This is an optimization exercise on Yosys and OpenROAD, whose aim is small area, not a production implementation. RTL that was checked went through simulation tests only; none was proved equivalent to the original. Power figures rest on the tool's default switching activity, not on a simulated workload.

==> v13: inputs <==
Design rgb2ycbcr, start of the top module:
module rgb2ycbcr(
	input                       clk,rst_n,
	input[7:0]                  rgb_r,
	input[7:0]                  rgb_g,
	input[7:0]                  rgb_b,
	input                       rgb_de,
	output[7:0]                 ycbcr_y,
	output[7:0]                 ycbcr_cb,
	output[7:0]                 ycbcr_cr,
	output reg                  ycbcr_de
);
==> flow/config.mk <==
export PLATFORM = sky130hd
export DESIGN_NAME = rgb2ycbcr
export DESIGN_NICKNAME = rgb2ycbcr
export VERILOG_FILES = /design/flow/design.v
export SDC_FILE = /design/flow/constraint.sdc
export NUM_CORES = 4
export LEC_CHECK = 0
export CAP_MARGIN = 20
export CORE_MARGIN = 2
export CORE_UTILIZATION = 40
export SLEW_MARGIN = 20
export SYNTH_HIERARCHICAL = 1
==> flow/constraint.sdc <==
create_clock -name core_clock -period 5.0 [get_ports {clk}]
set_input_delay 1.0000 -clock core_clock [delete_from_list [all_inputs] [get_ports {clk}]]
set_output_delay 1.0000 -clock core_clock [all_outputs]
set_load 0.01 [all_outputs]
standard.sh (not shown) runs the stock make flow with config.mk's settings and CLKGATE_MAP_FILE= SYNTH_SCRIPT=/design/flow/synth_recipe.tcl, a recipe that flattens the netlist after the stock synthesis.
==> flow/flow/run.sh <==
#!/bin/bash
# The standard layout, with two changes: each port is buffered by the
# smallest buffer cell, and the clock tree uses small buffers without dummy loads.
set -euo pipefail
export BUFFER_PORTS_ARGS="-buffer_cell sky130_fd_sc_hd__buf_1"
export CTS_ARGS='-sink_clustering_enable -repair_clock_nets -buf_list {sky130_fd_sc_hd__clkbuf_2 sky130_fd_sc_hd__clkbuf_4 sky130_fd_sc_hd__clkbuf_8} -sink_clustering_size 16 -dont_use_dummy_load'
bash standard.sh finish > standard_flow.log 2>&1
==> v3: changes against v13 <==
--- a/flow/design.v
+++ b/flow/design.v
@@ -55,22 +55,25 @@
 rgb2ycbcr_fa u22 (.a(r1[5]), .b(i11), .c(c21), .s(s22), .co(c22));
 wire s23, c23;
 rgb2ycbcr_fa u23 (.a(r1[6]), .b(i13), .c(c22), .s(s23), .co(c23));
 wire s24, c24;
 rgb2ycbcr_fa u24 (.a(r1[7]), .b(i15), .c(c23), .s(s24), .co(c24));
 wire c25 = r1[0]&b1[0];
-wire c26 = (r1[1]&b1[1])|(r1[1]&c25)|(b1[1]&c25);
-wire c27 = (r1[2]&b1[2])|(r1[2]&c26)|(b1[2]&c26);
+wire c26;
+rgb2ycbcr_maj u26 (.a(r1[1]), .b(b1[1]), .c(c25), .y(c26));
+wire c27;
+rgb2ycbcr_maj u27 (.a(r1[2]), .b(b1[2]), .c(c26), .y(c27));
 wire s28, c28;
 rgb2ycbcr_fa u28 (.a(r1[3]), .b(b1[0]), .c(b1[3]), .s(s28), .co(c28));
 wire c29 = s28&c27;
 wire s30, c30;
 rgb2ycbcr_fa u30 (.a(r1[4]), .b(g1[0]), .c(b1[0]), .s(s30), .co(c30));
 wire s31, c31;
 rgb2ycbcr_fa u31 (.a(b1[1]), .b(b1[4]), .c(c28), .s(s31), .co(c31));
-wire c32 = (s30&s31)|(s30&c29)|(s31&c29);
+wire c32;
+rgb2ycbcr_maj u32 (.a(s30), .b(s31), .c(c29), .y(c32));
 wire s33, c33;
 rgb2ycbcr_fa u33 (.a(r1[5]), .b(g1[1]), .c(b1[1]), .s(s33), .co(c33));
 wire s34, c34;
 rgb2ycbcr_fa u34 (.a(b1[2]), .b(b1[5]), .c(c30), .s(s34), .co(c34));
 wire s35, c35;
 rgb2ycbcr_fa u35 (.a(s33), .b(c31), .c(s34), .s(s35), .co(c35));
@@ -92,13 +95,14 @@
 wire s44, c44;
 rgb2ycbcr_fa u44 (.a(b1[4]), .b(b1[7]), .c(c37), .s(s44), .co(c44));
 wire s45, c45;
 rgb2ycbcr_fa u45 (.a(c38), .b(s42), .c(s43), .s(s45), .co(c45));
 wire s46, c46;
 rgb2ycbcr_fa u46 (.a(c39), .b(s44), .c(s45), .s(s46), .co(c46));
-wire c47 = (s46&c40)|(s46&c41)|(c40&c41);
+wire c47;
+rgb2ycbcr_maj u47 (.a(s46), .b(c40), .c(c41), .y(c47));
 wire s48, c48;
 rgb2ycbcr_fa u48 (.a(r1[2]), .b(g1[1]), .c(g1[4]), .s(s48), .co(c48));
 wire s49, c49;
 rgb2ycbcr_fa u49 (.a(b1[4]), .b(b1[5]), .c(c42), .s(s49), .co(c49));
 wire s50, c50;
 rgb2ycbcr_fa u50 (.a(c43), .b(s48), .c(c44), .s(s50), .co(c50));
@@ -163,26 +167,28 @@
 wire i86 = ~e1[5];
 wire i87 = ~e2[8];
 wire i88 = ~e1[6];
 wire i89 = ~e1[7];
 wire i90 = ~e1[8];
 wire c91 = i73&i74;
-wire c92 = (i74&i75)|(i74&c91)|(i75&c91);
+wire c92;
+rgb2ycbcr_maj u92 (.a(i74), .b(i75), .c(c91), .y(c92));
 wire s93, c93;
 rgb2ycbcr_fa u93 (.a(i76), .b(i75), .c(i77), .s(s93), .co(c93));
 wire c94 = s93&c92;
 wire s95, c95;
 rgb2ycbcr_fa u95 (.a(i78), .b(i73), .c(i77), .s(s95), .co(c95));
 wire s96, c96;
 rgb2ycbcr_fa u96 (.a(i79), .b(c93), .c(s95), .s(s96), .co(c96));
 wire c97 = c94&s96;
 wire s98, c98;
 rgb2ycbcr_fa u98 (.a(i80), .b(i74), .c(i79), .s(s98), .co(c98));
 wire s99, c99;
 rgb2ycbcr_fa u99 (.a(i81), .b(c95), .c(s98), .s(s99), .co(c99));
-wire c100 = (c96&s99)|(c96&c97)|(s99&c97);
+wire c100;
+rgb2ycbcr_maj u100 (.a(c96), .b(s99), .c(c97), .y(c100));
 wire s101, c101;
 rgb2ycbcr_fa u101 (.a(e1[0]), .b(i82), .c(i75), .s(s101), .co(c101));
 wire s102, c102;
 rgb2ycbcr_fa u102 (.a(i81), .b(i83), .c(c98), .s(s102), .co(c102));
 wire s103, c103;
 rgb2ycbcr_fa u103 (.a(s101), .b(s102), .c(c99), .s(s103), .co(c103));
@@ -243,19 +249,21 @@
 rgb2ycbcr_ha u129 (.a(s128), .b(c127), .s(s129), .co(c129));
 wire s130, c130;
 rgb2ycbcr_xnor u130x (.a(e1[8]), .b(c128), .y(s130));
 rgb2ycbcr_or u130o (.a(e1[8]), .b(c128), .y(c130));
 wire s131, c131;
 rgb2ycbcr_ha u131 (.a(s130), .b(c129), .s(s131), .co(c131));
-wire c132 = (i73&i76)|(i73&i82)|(i76&i82);
+wire c132;
+rgb2ycbcr_maj u132 (.a(i73), .b(i76), .c(i82), .y(c132));
 wire s133, c133;
 rgb2ycbcr_fa u133 (.a(i74), .b(i78), .c(i84), .s(s133), .co(c133));
 wire c134 = c132&s133;
 wire s135, c135;
 rgb2ycbcr_fa u135 (.a(i75), .b(i80), .c(i86), .s(s135), .co(c135));
-wire c136 = (c133&s135)|(c133&c134)|(s135&c134);
+wire c136;
+rgb2ycbcr_maj u136 (.a(c133), .b(s135), .c(c134), .y(c136));
 wire s137, c137;
 rgb2ycbcr_fa u137 (.a(e2[0]), .b(i77), .c(i82), .s(s137), .co(c137));
 wire s138, c138;
 rgb2ycbcr_fa u138 (.a(i88), .b(c135), .c(s137), .s(s138), .co(c138));
 wire c139 = s138&c136;
 wire s140, c140;
@@ -369,12 +377,15 @@
 	assign co = (a & b) | (a & c) | (b & c);
 endmodule
 module rgb2ycbcr_ha(input a, input b, output s, output co);
 	assign s = a ^ b;
 	assign co = a & b;
 endmodule
+module rgb2ycbcr_maj(input a, input b, input c, output y);
+	assign y = (a & b) | (a & c) | (b & c);
+endmodule
 module rgb2ycbcr_xnor(input a, input b, output y);
 	assign y = ~(a ^ b);
 endmodule
 module rgb2ycbcr_or(input a, input b, output y);
 	assign y = a | b;
 endmodule
==> flow/config.mk (replaced) <==
export PLATFORM = sky130hd
export DESIGN_NAME = rgb2ycbcr
export DESIGN_NICKNAME = rgb2ycbcr
export VERILOG_FILES = /design/flow/design.v
export SDC_FILE = /design/flow/constraint.sdc
export NUM_CORES = 4
export LEC_CHECK = 0
export CAP_MARGIN = 20
export CORE_MARGIN = 2
export CORE_UTILIZATION = 55
export GPL_TIMING_DRIVEN = 0
export SLEW_MARGIN = 20
export SYNTH_HIERARCHICAL = 1
==> qor summary <==
| metric | v13 | v3 |
|---|---|---|
| Combinational power | 0.00137 W | 0.00124 W |
| Data arrival time of the critical path | 5.35 ns | 5.13 ns |
| Multi-Input Combinational | 152 | 149 |
| Via count of the first global-routing pass | 2772 | 2340 |
| Layout buffer count excluding clock buffers | 78 | 53 |
| Routability congestion estimate from global placement | 0.883 | 0.850 |
| Footprint of the multi-input gates | 2430 um^2 | 2390 um^2 |
| Power Internal | 0.00195 W | 0.00188 W |
| Portion of total power attributed to combinational logic | 45.9% | 43.5% |
| Final setup TNS | -0.0304 ns | 0 ns |
| Status | complete, but fails checks | no timing/DRC/antenna violations |
| Violated checks | negative setup slack | - |
| Cell count along the critical path | 15 | 13 |
| Routed met2 length | 4.02 mm | 3.44 mm |
| Worst setup margin | -0.0304 ns | 0.137 ns |
| Final total power | 0.00299 W | 0.00285 W |
| Required @ worst endpoint | 5.32 ns | 5.26 ns |
For v13, only the layout was checked, not whether the RTL still works.

* * *

==> 12-03 <==
rgb2ycbcr, a different RTL version from the one above (not shown whole).
Design rgb2ycbcr, start of the top module:
module rgb2ycbcr(
	input                       clk,rst_n,
	input[7:0]                  rgb_r,
	input[7:0]                  rgb_g,
	input[7:0]                  rgb_b,
	input                       rgb_de,
	output[7:0]                 ycbcr_y,
	output[7:0]                 ycbcr_cb,
	output[7:0]                 ycbcr_cr,
	output reg                  ycbcr_de
);
Settings: LEC_CHECK=0, CAP_MARGIN=20, CORE_MARGIN=2, CORE_UTILIZATION=40, SLEW_MARGIN=20, SYNTH_HIERARCHICAL=1; clock period 5.0 ns.
Scripts as last shown in full above: flow/flow/run.sh
==> inputs of 10-20, as changes to 12-03 <==
--- a/flow/design.v
+++ b/flow/design.v
@@ -56,24 +56,27 @@
 wire s22, c22;
 rgb2ycbcr_fa u22 (.a(r1[5]), .b(i11), .c(c21), .s(s22), .co(c22));
 wire s23, c23;
 rgb2ycbcr_fa u23 (.a(r1[6]), .b(i13), .c(c22), .s(s23), .co(c23));
 wire s24, c24;
 rgb2ycbcr_fa u24 (.a(r1[7]), .b(i15), .c(c23), .s(s24), .co(c24));
 wire c25 = r1[0]&b1[0];
-wire c26 = (r1[1]&b1[1])|(r1[1]&c25)|(b1[1]&c25);
-wire c27 = (r1[2]&b1[2])|(r1[2]&c26)|(b1[2]&c26);
+wire c26;
+rgb2ycbcr_maj u26 (.a(r1[1]), .b(b1[1]), .c(c25), .y(c26));
+wire c27;
+rgb2ycbcr_maj u27 (.a(r1[2]), .b(b1[2]), .c(c26), .y(c27));
 wire s28, c28;
 rgb2ycbcr_fa u28 (.a(r1[3]), .b(b1[0]), .c(b1[3]), .s(s28), .co(c28));
 wire c29 = s28&c27;
 wire s30, c30;
 rgb2ycbcr_fa u30 (.a(r1[4]), .b(g1[0]), .c(b1[0]), .s(s30), .co(c30));
 wire s31, c31;
 rgb2ycbcr_fa u31 (.a(b1[1]), .b(b1[4]), .c(c28), .s(s31), .co(c31));
-wire c32 = (s30&s31)|(s30&c29)|(s31&c29);
+wire c32;
+rgb2ycbcr_maj u32 (.a(s30), .b(s31), .c(c29), .y(c32));
 wire s33, c33;
 rgb2ycbcr_fa u33 (.a(r1[5]), .b(g1[1]), .c(b1[1]), .s(s33), .co(c33));
 wire s34, c34;
 rgb2ycbcr_fa u34 (.a(b1[2]), .b(b1[5]), .c(c30), .s(s34), .co(c34));
 wire s35, c35;
 rgb2ycbcr_fa u35 (.a(s33), .b(c31), .c(s34), .s(s35), .co(c35));
 wire c36 = s35&c32;
@@ -93,15 +96,16 @@
 rgb2ycbcr_fa u43 (.a(g1[0]), .b(g1[3]), .c(b1[3]), .s(s43), .co(c43));
 wire s44, c44;
 rgb2ycbcr_fa u44 (.a(b1[4]), .b(b1[7]), .c(c37), .s(s44), .co(c44));
 wire s45, c45;
 rgb2ycbcr_fa u45 (.a(c38), .b(s42), .c(s43), .s(s45), .co(c45));
 wire s46, c46;
 rgb2ycbcr_fa u46 (.a(c39), .b(s44), .c(s45), .s(s46), .co(c46));
-wire c47 = (s46&c40)|(s46&c41)|(c40&c41);
+wire c47;
+rgb2ycbcr_maj u47 (.a(s46), .b(c40), .c(c41), .y(c47));
 wire s48, c48;
 rgb2ycbcr_fa u48 (.a(r1[2]), .b(g1[1]), .c(g1[4]), .s(s48), .co(c48));
 wire s49, c49;
 rgb2ycbcr_fa u49 (.a(b1[4]), .b(b1[5]), .c(c42), .s(s49), .co(c49));
 wire s50, c50;
 rgb2ycbcr_fa u50 (.a(c43), .b(s48), .c(c44), .s(s50), .co(c50));
 wire s51, c51;
@@ -168,28 +172,30 @@
 wire i87 = ~e2[7];
 wire i88 = ~e1[5];
 wire i89 = ~e2[8];
 wire i90 = ~e1[6];
 wire i91 = ~e1[7];
 wire i92 = ~e1[8];
 wire c93 = i75&i76;
-wire c94 = (i76&i77)|(i76&c93)|(i77&c93);
+wire c94;
+rgb2ycbcr_maj u94 (.a(i76), .b(i77), .c(c93), .y(c94));
 wire s95, c95;
 rgb2ycbcr_fa u95 (.a(i78), .b(i77), .c(i79), .s(s95), .co(c95));
 wire c96 = s95&c94;
 wire s97, c97;
 rgb2ycbcr_fa u97 (.a(i80), .b(i75), .c(i79), .s(s97), .co(c97));
 wire s98, c98;
 rgb2ycbcr_fa u98 (.a(i81), .b(c95), .c(s97), .s(s98), .co(c98));
 wire c99 = c96&s98;
 wire s100, c100;
 rgb2ycbcr_fa u100 (.a(i82), .b(i76), .c(i81), .s(s100), .co(c100));
 wire s101, c101;
 rgb2ycbcr_fa u101 (.a(i83), .b(c97), .c(s100), .s(s101), .co(c101));
-wire c102 = (c98&s101)|(c98&c99)|(s101&c99);
+wire c102;
+rgb2ycbcr_maj u102 (.a(c98), .b(s101), .c(c99), .y(c102));
 wire s103, c103;
 rgb2ycbcr_fa u103 (.a(e1[0]), .b(i84), .c(i77), .s(s103), .co(c103));
 wire s104, c104;
 rgb2ycbcr_fa u104 (.a(i83), .b(i85), .c(c100), .s(s104), .co(c104));
 wire s105, c105;
 rgb2ycbcr_fa u105 (.a(s103), .b(s104), .c(c101), .s(s105), .co(c105));
 wire c106 = s105&c102;
@@ -248,21 +254,23 @@
 wire s131, c131;
 rgb2ycbcr_ha u131 (.a(s130), .b(c129), .s(s131), .co(c131));
 wire s132, c132;
 rgb2ycbcr_xnor u132x (.a(e1[8]), .b(c130), .y(s132));
 rgb2ycbcr_or u132o (.a(e1[8]), .b(c130), .y(c132));
 wire s133, c133;
 rgb2ycbcr_ha u133 (.a(s132), .b(c131), .s(s133), .co(c133));
-wire c134 = (i75&i78)|(i75&i84)|(i78&i84);
+wire c134;
+rgb2ycbcr_maj u134 (.a(i75), .b(i78), .c(i84), .y(c134));
 wire s135, c135;
 rgb2ycbcr_fa u135 (.a(i76), .b(i80), .c(i86), .s(s135), .co(c135));
 wire c136 = c134&s135;
 wire s137, c137;
 rgb2ycbcr_fa u137 (.a(i77), .b(i82), .c(i88), .s(s137), .co(c137));
-wire c138 = (c135&s137)|(c135&c136)|(s137&c136);
+wire c138;
+rgb2ycbcr_maj u138 (.a(c135), .b(s137), .c(c136), .y(c138));
 wire s139, c139;
 rgb2ycbcr_fa u139 (.a(e2[0]), .b(i79), .c(i84), .s(s139), .co(c139));
 wire s140, c140;
 rgb2ycbcr_fa u140 (.a(i90), .b(c137), .c(s139), .s(s140), .co(c140));
 wire c141 = s140&c138;
 wire s142, c142;
 rgb2ycbcr_xnor u142x (.a(e2[1]), .b(i81), .y(s142));
@@ -375,13 +383,16 @@
 	assign s = a ^ b ^ c;
 	assign co = (a & b) | (a & c) | (b & c);
 endmodule
 module rgb2ycbcr_ha(input a, input b, output s, output co);
 	assign s = a ^ b;
 	assign co = a & b;
 endmodule
+module rgb2ycbcr_maj(input a, input b, input c, output y);
+	assign y = (a & b) | (a & c) | (b & c);
+endmodule
 module rgb2ycbcr_xnor(input a, input b, output y);
 	assign y = ~(a ^ b);
 endmodule
 module rgb2ycbcr_or(input a, input b, output y);
 	assign y = a | b;
 endmodule
--- a/flow/config.mk
+++ b/flow/config.mk
@@ -4,9 +4,10 @@
 export VERILOG_FILES = /design/flow/design.v
 export SDC_FILE = /design/flow/constraint.sdc
 export NUM_CORES = 4
 export LEC_CHECK = 0
 export CAP_MARGIN = 20
 export CORE_MARGIN = 2
 export CORE_UTILIZATION = 40
+export GPL_TIMING_DRIVEN = 0
 export SLEW_MARGIN = 20
 export SYNTH_HIERARCHICAL = 1
==> inputs of 07-19, as changes to 12-03 <==
--- a/flow/design.v
+++ b/flow/design.v
@@ -56,24 +56,27 @@
 wire s22, c22;
 rgb2ycbcr_fa u22 (.a(r1[5]), .b(i11), .c(c21), .s(s22), .co(c22));
 wire s23, c23;
 rgb2ycbcr_fa u23 (.a(r1[6]), .b(i13), .c(c22), .s(s23), .co(c23));
 wire s24, c24;
 rgb2ycbcr_fa u24 (.a(r1[7]), .b(i15), .c(c23), .s(s24), .co(c24));
 wire c25 = r1[0]&b1[0];
-wire c26 = (r1[1]&b1[1])|(r1[1]&c25)|(b1[1]&c25);
-wire c27 = (r1[2]&b1[2])|(r1[2]&c26)|(b1[2]&c26);
+wire c26;
+rgb2ycbcr_maj u26 (.a(r1[1]), .b(b1[1]), .c(c25), .y(c26));
+wire c27;
+rgb2ycbcr_maj u27 (.a(r1[2]), .b(b1[2]), .c(c26), .y(c27));
 wire s28, c28;
 rgb2ycbcr_fa u28 (.a(r1[3]), .b(b1[0]), .c(b1[3]), .s(s28), .co(c28));
 wire c29 = s28&c27;
 wire s30, c30;
 rgb2ycbcr_fa u30 (.a(r1[4]), .b(g1[0]), .c(b1[0]), .s(s30), .co(c30));
 wire s31, c31;
 rgb2ycbcr_fa u31 (.a(b1[1]), .b(b1[4]), .c(c28), .s(s31), .co(c31));
-wire c32 = (s30&s31)|(s30&c29)|(s31&c29);
+wire c32;
+rgb2ycbcr_maj u32 (.a(s30), .b(s31), .c(c29), .y(c32));
 wire s33, c33;
 rgb2ycbcr_fa u33 (.a(r1[5]), .b(g1[1]), .c(b1[1]), .s(s33), .co(c33));
 wire s34, c34;
 rgb2ycbcr_fa u34 (.a(b1[2]), .b(b1[5]), .c(c30), .s(s34), .co(c34));
 wire s35, c35;
 rgb2ycbcr_fa u35 (.a(s33), .b(c31), .c(s34), .s(s35), .co(c35));
 wire c36 = s35&c32;
@@ -93,15 +96,16 @@
 rgb2ycbcr_fa u43 (.a(g1[0]), .b(g1[3]), .c(b1[3]), .s(s43), .co(c43));
 wire s44, c44;
 rgb2ycbcr_fa u44 (.a(b1[4]), .b(b1[7]), .c(c37), .s(s44), .co(c44));
 wire s45, c45;
 rgb2ycbcr_fa u45 (.a(c38), .b(s42), .c(s43), .s(s45), .co(c45));
 wire s46, c46;
 rgb2ycbcr_fa u46 (.a(c39), .b(s44), .c(s45), .s(s46), .co(c46));
-wire c47 = (s46&c40)|(s46&c41)|(c40&c41);
+wire c47;
+rgb2ycbcr_maj u47 (.a(s46), .b(c40), .c(c41), .y(c47));
 wire s48, c48;
 rgb2ycbcr_fa u48 (.a(r1[2]), .b(g1[1]), .c(g1[4]), .s(s48), .co(c48));
 wire s49, c49;
 rgb2ycbcr_fa u49 (.a(b1[4]), .b(b1[5]), .c(c42), .s(s49), .co(c49));
 wire s50, c50;
 rgb2ycbcr_fa u50 (.a(c43), .b(s48), .c(c44), .s(s50), .co(c50));
 wire s51, c51;
@@ -168,28 +172,30 @@
 wire i87 = ~e2[7];
 wire i88 = ~e1[5];
 wire i89 = ~e2[8];
 wire i90 = ~e1[6];
 wire i91 = ~e1[7];
 wire i92 = ~e1[8];
 wire c93 = i75&i76;
-wire c94 = (i76&i77)|(i76&c93)|(i77&c93);
+wire c94;
+rgb2ycbcr_maj u94 (.a(i76), .b(i77), .c(c93), .y(c94));
 wire s95, c95;
 rgb2ycbcr_fa u95 (.a(i78), .b(i77), .c(i79), .s(s95), .co(c95));
 wire c96 = s95&c94;
 wire s97, c97;
 rgb2ycbcr_fa u97 (.a(i80), .b(i75), .c(i79), .s(s97), .co(c97));
 wire s98, c98;
 rgb2ycbcr_fa u98 (.a(i81), .b(c95), .c(s97), .s(s98), .co(c98));
 wire c99 = c96&s98;
 wire s100, c100;
 rgb2ycbcr_fa u100 (.a(i82), .b(i76), .c(i81), .s(s100), .co(c100));
 wire s101, c101;
 rgb2ycbcr_fa u101 (.a(i83), .b(c97), .c(s100), .s(s101), .co(c101));
-wire c102 = (c98&s101)|(c98&c99)|(s101&c99);
+wire c102;
+rgb2ycbcr_maj u102 (.a(c98), .b(s101), .c(c99), .y(c102));
 wire s103, c103;
 rgb2ycbcr_fa u103 (.a(e1[0]), .b(i84), .c(i77), .s(s103), .co(c103));
 wire s104, c104;
 rgb2ycbcr_fa u104 (.a(i83), .b(i85), .c(c100), .s(s104), .co(c104));
 wire s105, c105;
 rgb2ycbcr_fa u105 (.a(s103), .b(s104), .c(c101), .s(s105), .co(c105));
 wire c106 = s105&c102;
@@ -248,21 +254,23 @@
 wire s131, c131;
 rgb2ycbcr_ha u131 (.a(s130), .b(c129), .s(s131), .co(c131));
 wire s132, c132;
 rgb2ycbcr_xnor u132x (.a(e1[8]), .b(c130), .y(s132));
 rgb2ycbcr_or u132o (.a(e1[8]), .b(c130), .y(c132));
 wire s133, c133;
 rgb2ycbcr_ha u133 (.a(s132), .b(c131), .s(s133), .co(c133));
-wire c134 = (i75&i78)|(i75&i84)|(i78&i84);
+wire c134;
+rgb2ycbcr_maj u134 (.a(i75), .b(i78), .c(i84), .y(c134));
 wire s135, c135;
 rgb2ycbcr_fa u135 (.a(i76), .b(i80), .c(i86), .s(s135), .co(c135));
 wire c136 = c134&s135;
 wire s137, c137;
 rgb2ycbcr_fa u137 (.a(i77), .b(i82), .c(i88), .s(s137), .co(c137));
-wire c138 = (c135&s137)|(c135&c136)|(s137&c136);
+wire c138;
+rgb2ycbcr_maj u138 (.a(c135), .b(s137), .c(c136), .y(c138));
 wire s139, c139;
 rgb2ycbcr_fa u139 (.a(e2[0]), .b(i79), .c(i84), .s(s139), .co(c139));
 wire s140, c140;
 rgb2ycbcr_fa u140 (.a(i90), .b(c137), .c(s139), .s(s140), .co(c140));
 wire c141 = s140&c138;
 wire s142, c142;
 rgb2ycbcr_xnor u142x (.a(e2[1]), .b(i81), .y(s142));
@@ -375,13 +383,16 @@
 	assign s = a ^ b ^ c;
 	assign co = (a & b) | (a & c) | (b & c);
 endmodule
 module rgb2ycbcr_ha(input a, input b, output s, output co);
 	assign s = a ^ b;
 	assign co = a & b;
 endmodule
+module rgb2ycbcr_maj(input a, input b, input c, output y);
+	assign y = (a & b) | (a & c) | (b & c);
+endmodule
 module rgb2ycbcr_xnor(input a, input b, output y);
 	assign y = ~(a ^ b);
 endmodule
 module rgb2ycbcr_or(input a, input b, output y);
 	assign y = a | b;
 endmodule
==> impl_metrics.toml <==
[run_status]
status = "complete, no violations"

[layout]
finalNonFillerCells = 497

[grt]
use_met1_pct = 16.75

[power_and_ir_drop]
p_clk_mw = 0.395
clkPwrFrac_pct = 13.5
power.internal_mw = 1.912
Source of the figures above: 12-03

==> impl_metrics.toml <==
[layout]
finalNonFillerCells = 483

[power_and_ir_drop]
p_clk_mw = 0.395
power.internal_mw = 1.890

[grt]
use_met1_pct = 16.16

[run_status]
status = "complete, no violations"

[setup_path]
crit_slowest_cell = "fa_1"
Source of the figures above: 10-20

==> impl_metrics.toml <==
[run_status]
status = "complete, no violations"

[power_and_ir_drop]
power_switching_mw = 1.005
p_clk_mw = 0.397
clkPwrFrac_pct = 13.7

[layout]
finalNonFillerCells = 483

[timing]
min_period_ps = 4772
worstMarginPinSlew_ps = 328.2
skew_ps = 24.40

[die]
die_w_um = 110.9

[grt]
use_met1_pct = 14.59

[synth]
synthMuxAreaShare_pct = 0
Source of the figures above: 07-19

No functional check of the RTL was part of 12-03.

re-timing with driven ports:
The results above use ideal ports. As a check the final layouts listed here were re-extracted and re-timed, cells and wires unchanged.
Step 1 sets driving cells, clkbuf_16 on the clock port and buf_2 on the other inputs (assumed; they add their load-dependent delay and slew).
Step 2 also shifts input and output timing later by t, the mid clock arrival at the registers, as if the neighbouring blocks saw the same clock.
a / b / c = ideal / step 1 / step 2; a / b = the first two.
| run | shift t [ns] | slack for setup (ns) | worst register clock-pin slew, ns | pins driven straight from the clock port |
|---|---|---|---|---|
| v13 | 0.403 | -0.030 / -0.030 / -0.030 | 0.10 / 0.10 | 1 |
| v3 | 0.384 | 0.137 / 0.137 / 0.137 | 0.11 / 0.11 | 1 |
| 12-03 | 0.395 | 0.212 / 0.212 / 0.212 | 0.10 / 0.10 | 1 |
| 10-20 | 0.386 | 0.197 / 0.197 / 0.197 | 0.09 / 0.09 | 1 |
| 07-19 | 0.393 | 0.228 / 0.228 / 0.228 | 0.09 / 0.09 | 1 |
